This design comes from an exercise in tuning for small area, a short achievable clock period and few clock cycles per item on the open sky130 flow, not from production work. At most, simulation tests tie the RTL to the original design; equivalence was not proved.

== the reference run ==
==> flow/design.v <==
`timescale 1ns/1ps
module average #(
    parameter int NOF_BITS = 32
) (
    input  logic                clk,
    input  logic                rst_n,
    input  logic                start,
    input  logic                data_first,
    input  logic                data_last,
    input  logic [NOF_BITS-1:0] data_in,
    output logic [NOF_BITS:0]   data_out,
    output logic                busy,
    output logic                TO,
    output logic                done
);
    localparam int W = NOF_BITS;
    localparam int TIMEOUT_LIMIT = 10;
    logic       acc;       
    logic       v;         
    logic       div;       
    logic [4:0] cnt;       
    logic [W:0]   x;       
    logic [W-1:0] b;       
    logic [W-1:0] y;       
    wire waiting  = busy & ~acc & ~v & ~div;
    wire take     = acc | (waiting & data_first);
    wire to_now   = waiting & ~data_first & (cnt == 5'(TIMEOUT_LIMIT - 1));
    wire fin      = v & ~acc;                  
    wire sum_on   = v & acc;                   
    wire div_last = div & (&cnt);
    wire [4:0] x8 = {x[1:0], y[W-1:W-3]};
    wire [4:0] n5 = ~b[4:0];
    wire skip     = div & ~|x[W:2] & ~&cnt[4:2] & (~&b[W-1:5] | (x8 < n5));
    wire [W+1:0] sum = {1'b0, x} + {1'b0, div, b} + (W+2)'(div);
    wire         ge  = sum[W+1];               
    always_ff @(posedge clk) begin
        if (skip)
            x <= {{(W-5){1'b0}}, x[1:0], y[W-1:W-4]};
        else if (div)
            x <= {ge ? sum[W-1:0] : x[W-1:0], y[W-1]};
        else if (fin)
            x <= {{(W-1){1'b0}}, sum[W:W-1]};
        else if (sum_on)
            x <= sum[W:0];
        else
            x <= '0;
        if (skip)
            y <= {y[W-5:0], 4'b0};
        else if (div)
            y <= {y[W-2:0], ge};
        else if (fin)
            y <= {sum[W-2:0], 1'b0};
        else
            y <= acc ? y + 1'b1 : W'(1);
        if (fin)
            b <= ~y;
        else if (!div)
            b <= data_in;
    end
    always_ff @(posedge clk or negedge rst_n) begin
        if (!rst_n) begin
            busy     <= 1'b0;
            acc      <= 1'b0;
            v        <= 1'b0;
            div      <= 1'b0;
            cnt      <= '0;
            TO       <= 1'b0;
            done     <= 1'b0;
            data_out <= '0;
        end else begin
            TO   <= to_now;
            done <= div_last;
            v    <= take;
            if (!busy) begin
                busy <= start;
                cnt  <= '0;
            end else begin
                if (to_now | div_last) busy <= 1'b0;
                cnt <= fin ? '0 : cnt + (skip ? 5'd4 : 5'd1);
                if (take) acc <= ~data_last;
                div <= fin | (div & ~div_last);
            end
            if (div_last) data_out <= {1'b0, y[W-2:0], ge};
        end
    end
endmodule
Settings: LEC_CHECK=0, CAP_MARGIN=20, CORE_MARGIN=2, CORE_UTILIZATION=40, CTS_BUF_LIST=sky130_fd_sc_hd__clkbuf_8, SETUP_SLACK_MARGIN=3.2, SLEW_MARGIN=20; clock period 6.0 ns.
standard.sh (not shown) runs the stock make flow with config.mk's settings and CLKGATE_MAP_FILE= SYNTH_SCRIPT=/design/flow/synth_recipe.tcl, a recipe that flattens the netlist after the stock synthesis.
==> flow/flow/run.sh <==
#!/bin/bash
# The standard layout, except that the port buffers are the smallest
# plain buffer (buf_1) rather than the delay buffer buffer_ports picks by
# default; the resizer still upsizes any of them that timing needs.
set -euo pipefail
export BUFFER_PORTS_ARGS="-buffer_cell sky130_fd_sc_hd__buf_1"
bash standard.sh > standard_flow.log 2>&1
The reference run completed end to end with timing, DRC and antenna clean.
Testbench counts of the reference run, summed over its fixed seeds: cycles 66,598, items 1,600.
Inputs modified between the reference run and the trial run:
diff --git a/flow/design.v b/flow/design.v
--- a/flow/design.v
+++ b/flow/design.v
@@ -29,12 +29,14 @@
     wire sum_on   = v & acc;                   
     wire div_last = div & (&cnt);
-    wire [4:0] x8 = {x[1:0], y[W-1:W-3]};
-    wire [4:0] n5 = ~b[4:0];
-    wire skip     = div & ~|x[W:2] & ~&cnt[4:2] & (~&b[W-1:5] | (x8 < n5));
+    wire x_le1    = ~|x[W:1];
+    wire n_ge8    = ~&b[W-1:3];
+    wire n_ge16   = ~&b[W-1:4];
+    wire skip     = div & x_le1 & ~&cnt[4:2]
+                  & (x[0] ? n_ge16 : (n_ge8 | ~|y[W-1:W-3]));
     wire [W+1:0] sum = {1'b0, x} + {1'b0, div, b} + (W+2)'(div);
     wire         ge  = sum[W+1];               
     always_ff @(posedge clk) begin
         if (skip)
-            x <= {{(W-5){1'b0}}, x[1:0], y[W-1:W-4]};
+            x <= {{(W-4){1'b0}}, x[0], y[W-1:W-4]};
         else if (div)
             x <= {ge ? sum[W-1:0] : x[W-1:0], y[W-1]};
Notes after the runs:
Going from the reference run to the trial run, global-route wire length before repair shrinks by about 2.2%.
As of the trial run, average via count per standard cell had fallen slightly compared to the reference run.
Row number of gates on the worst path with buffers counted: the trial run higher / the reference run lower
In the final reports, the cell area of the trial run is smaller than that of the reference run.
The trial run: full flow OK, the timing, DRC and antenna checks passed
Function not checked in the trial run: the RTL went through the layout flow alone.

Starts from the design.v that is shown in full above.
export LEC_CHECK = 0
export CAP_MARGIN = 20
export CORE_MARGIN = 2
export CORE_UTILIZATION = 40
export CTS_BUF_LIST = sky130_fd_sc_hd__clkbuf_8
export SETUP_SLACK_MARGIN = 3.1
export SLEW_MARGIN = 20
create_clock -name core_clock -period 6.0 [get_ports {clk}]
Scripts as last shown in full above: flow/flow/run.sh
Testbench counts at the start, summed over its fixed seeds: cycles 66,598, items 1,600.
Change:
--- a/flow/design.v
+++ b/flow/design.v
@@ -28,14 +28,24 @@
     wire fin      = v & ~acc;                  
     wire sum_on   = v & acc;                   
     wire div_last = div & (&cnt);
-    wire [4:0] x8 = {x[1:0], y[W-1:W-3]};
-    wire [4:0] n5 = ~b[4:0];
-    wire skip     = div & ~|x[W:2] & ~&cnt[4:2] & (~&b[W-1:5] | (x8 < n5));
+    wire skip     = div & ~|x & ~|y[W-1:W-3] & ~&cnt[4:2];
+    logic [W/4-1:0] g_all, g_pre;    
+    logic [W-1:0]   y_inc;
+    always_comb begin
+        for (int g = 0; g < W / 4; g++) g_all[g] = &y[4*g +: 4];
+        for (int g = 0; g < W / 4; g++) begin
+            g_pre[g] = 1'b1;
+            for (int h = 0; h < g; h++) g_pre[g] = g_pre[g] & g_all[h];
+        end
+        for (int g = 0; g < W / 4; g++)
+            for (int k = 0; k < 4; k++)
+                y_inc[4*g + k] = y[4*g + k] ^ (g_pre[g] & &(y[4*g +: 4] | ~4'((1 << k) - 1)));
+    end
     wire [W+1:0] sum = {1'b0, x} + {1'b0, div, b} + (W+2)'(div);
     wire         ge  = sum[W+1];               
     always_ff @(posedge clk) begin
         if (skip)
-            x <= {{(W-5){1'b0}}, x[1:0], y[W-1:W-4]};
+            x <= {{W{1'b0}}, y[W-4]};
         else if (div)
             x <= {ge ? sum[W-1:0] : x[W-1:0], y[W-1]};
         else if (fin)
@@ -51,7 +61,7 @@
         else if (fin)
             y <= {sum[W-2:0], 1'b0};
         else
-            y <= acc ? y + 1'b1 : W'(1);
+            y <= acc ? y_inc : W'(1);
         if (fin)
             b <= ~y;
         else if (!div)
Outcome: Setup slack improves by 0.020 ns. Cell area shrinks by 7.3%. Final cell count shrinks by 7.8%. Wire length shrinks by 9.7%. Worst hold slack hardly moves. Clock skew grows by 0.0094 ns. Flip-flop and latch count does not change. Via count shrinks by 9.7%. Non-clock buffer count shrinks by 22. Maximum frequency grows by 0.70%.
Only the layout flow was run in the second run of this note; the RTL was not checked for function there.

// average: RTL as listed in full above, without the edits since
clock: 6.0 ns
lec_check: 0
cap_margin: 20
core_margin: 2
core_utilization: 40
cts_buf_list: sky130_fd_sc_hd__clkbuf_8
setup_slack_margin: 3.0
slew_margin: 20
Scripts as last shown in full above: flow/flow/run.sh
Testbench counts at the start, summed over its fixed seeds: cycles 66,598, items 1,600.
Change:
--- a/flow/design.v
+++ b/flow/design.v
@@ -29,12 +29,10 @@
     wire sum_on   = v & acc;                   
     wire div_last = div & (&cnt);
-    wire [4:0] x8 = {x[1:0], y[W-1:W-3]};
-    wire [4:0] n5 = ~b[4:0];
-    wire skip     = div & ~|x[W:2] & ~&cnt[4:2] & (~&b[W-1:5] | (x8 < n5));
+    wire skip     = div & ~|x & ~|y[W-1:W-3] & ~&cnt[4:2];
     wire [W+1:0] sum = {1'b0, x} + {1'b0, div, b} + (W+2)'(div);
     wire         ge  = sum[W+1];               
     always_ff @(posedge clk) begin
         if (skip)
-            x <= {{(W-5){1'b0}}, x[1:0], y[W-1:W-4]};
+            x <= {{W{1'b0}}, y[W-4]};
         else if (div)
             x <= {ge ? sum[W-1:0] : x[W-1:0], y[W-1]};
After rerunning: The changed run went through all stages and came out clean; setup slack stays flat; area after synthesis decreases slightly; die area decreases slightly; worst hold slack barely changes; wire length decreases by a few percent.
Testbench counts after the change, summed over its fixed seeds: cycles 72,898, items 1,600.

average, a different RTL version from the one above (not shown whole).
Size in the first run: about 1,400 cells after synthesis, ~73 I/O pins.
==> module average, before the edit <==
module average #(
    parameter int NOF_BITS = 32
) (
    input  logic                clk,
    input  logic                rst_n,
    input  logic                start,
    input  logic                data_first,
    input  logic                data_last,
    input  logic [NOF_BITS-1:0] data_in,
    output logic [NOF_BITS:0]   data_out,
    output logic                busy,
    output logic                TO,
    output logic                done
);
    localparam int K   = 2;                           
    localparam int QW  = NOF_BITS + 1;                
    localparam int NC  = (QW + K - 1) / K;            
    localparam int DW  = NC * K;                      
    localparam int TIMEOUT_LIMIT = 10;
    localparam int CW  = $clog2((NC > TIMEOUT_LIMIT ? NC : TIMEOUT_LIMIT));
    logic          acc;        
    logic          div;        
    logic [CW-1:0] cnt;        
    logic [DW-1:0]       s;    
    logic [NOF_BITS-1:0] n;    
    logic [NOF_BITS-1:0] r;    
    wire waiting  = busy & ~acc & ~div;
    wire take     = acc | (waiting & data_first);
    wire to_now   = waiting & ~data_first & (cnt == CW'(TIMEOUT_LIMIT - 1));
    wire go_div   = take & data_last;
    wire div_last = div & (cnt == CW'(NC - 1));
    wire [QW-1:0] s_acc = ({QW{acc}} & s[QW-1:0]) + ({NOF_BITS{take}} & data_in);
    logic [NOF_BITS-1:0] r_st [0:K];
    logic [DW-1:0]       s_st [0:K];
    always_comb begin
        r_st[0] = r;
        s_st[0] = s;
        for (int j = 0; j < K; j++) begin
            logic [NOF_BITS:0] t, d;
            t = {r_st[j], s_st[j][DW-1]};
            d = t - {1'b0, n};
            if (!d[NOF_BITS]) begin
                r_st[j+1] = d[NOF_BITS-1:0];
                s_st[j+1] = {s_st[j][DW-2:0], 1'b1};
            end else begin
                r_st[j+1] = t[NOF_BITS-1:0];
                s_st[j+1] = {s_st[j][DW-2:0], 1'b0};
            end
        end
    end
    always_ff @(posedge clk) begin
        if (div) begin
            s <= s_st[K];
            r <= r_st[K];
        end else begin
            s <= DW'(s_acc);
            n <= ({NOF_BITS{acc}} & n) + NOF_BITS'(take);
            r <= '0;
        end
    end
    always_ff @(posedge clk or negedge rst_n) begin
        if (!rst_n) begin
            busy     <= 1'b0;
            acc      <= 1'b0;
            div      <= 1'b0;
            cnt      <= '0;
            TO       <= 1'b0;
            done     <= 1'b0;
            data_out <= '0;
        end else begin
            TO   <= to_now;
            done <= div_last;
            if (!busy) begin
                busy <= start;
                cnt  <= '0;
            end else begin
                if (to_now | div_last) busy <= 1'b0;
                cnt <= go_div ? '0 : cnt + 1'b1;
                if (go_div) acc <= 1'b0;
                else if (waiting & data_first) acc <= 1'b1;
                if (go_div) div <= 1'b1;
                else if (div_last) div <= 1'b0;
            end
            if (div_last) data_out <= s_st[K][QW-1:0];
        end
    end
endmodule
make LEC_CHECK=0 CAP_MARGIN=20 CORE_MARGIN=2 CORE_UTILIZATION=40 SLEW_MARGIN=20 finish   # period 6.0 ns
run.sh (not shown) runs the stock make flow with config.mk's settings and CLKGATE_MAP_FILE= SYNTH_SCRIPT=/design/flow/synth_recipe.tcl, a recipe that flattens the netlist after the stock synthesis.
Stock flow here: none of the scripts above is used.
The starting point ran to the end with no violations.
Rerun with:
--- a/flow/design.v
+++ b/flow/design.v
@@ -13,7 +13,7 @@
     output logic                TO,
     output logic                done
 );
-    localparam int K   = 2;                           
+    localparam int K   = 3;                           
     localparam int QW  = NOF_BITS + 1;                
     localparam int NC  = (QW + K - 1) / K;            
     localparam int DW  = NC * K;                      
What happened: The changed run completed, yet does not pass: negative setup slack; routed wire length increases by 38%; final cell count rises by 28%; register-to-register slack loses 2.5 ns; utilization climbs by 11 points; cell area is higher by 37%.
Function was not checked in any run of this note: the RTL went through the layout flow alone.

[port drivers added, routing unchanged]
The flow's constraints put no driver on any port. The routed layouts listed below were extracted and timed again, unchanged, in two steps.
Step 1 (the two cells are an assumption about what drives the block):
set clk [get_ports {clk}]
set_driving_cell -lib_cell sky130_fd_sc_hd__clkbuf_16 $clk
set_driving_cell -lib_cell sky130_fd_sc_hd__buf_2 [delete_from_list [all_inputs] $clk]
Step 2 adds t to the input delays and takes it off the output delays; t is the mean of the earliest and latest rising clock arrival at the registers after step 1. Input paths then give back, and output paths get back, about the clock's delay inside the block.
a / b / c = no drivers / after step 1 / after step 2; a / b = the first two.
| run | t (ns) | setup WS [ns] | worst hold slack (ns) | latest minus earliest clock arrival (ns) |
|---|---|---|---|---|
| the reference run | 0.488 | 3.078 / 3.078 / 3.078 | 0.481 / 0.481 / 0.481 | 0.015 / 0.015 |
| the trial run | 0.481 | 2.670 / 2.670 / 2.670 | 0.479 / 0.479 / 0.479 | 0.010 / 0.009 |
| the first run of note 2 | 0.479 | 3.067 / 3.067 / 3.067 | 0.479 / 0.479 / 0.479 | 0.011 / 0.011 |
| the second run of note 2 | 0.473 | 3.087 / 3.087 / 3.087 | 0.477 / 0.477 / 0.477 | 0.022 / 0.022 |
| the first run of note 3 | 0.483 | 3.088 / 3.088 / 3.088 | 0.476 / 0.476 / 0.476 | 0.012 / 0.012 |
| the second run of note 3 | 0.498 | 3.090 / 3.090 / 3.090 | 0.477 / 0.477 / 0.477 | 0.009 / 0.009 |
| the first run of note 4 | 0.471 | 0.325 / 0.325 / 0.325 | 0.450 / 0.450 / 0.450 | 0.012 / 0.012 |
| the second run of note 4 | 0.497 | -2.146 / -2.146 / -2.146 | 0.446 / 0.446 / 0.446 | 0.011 / 0.011 |
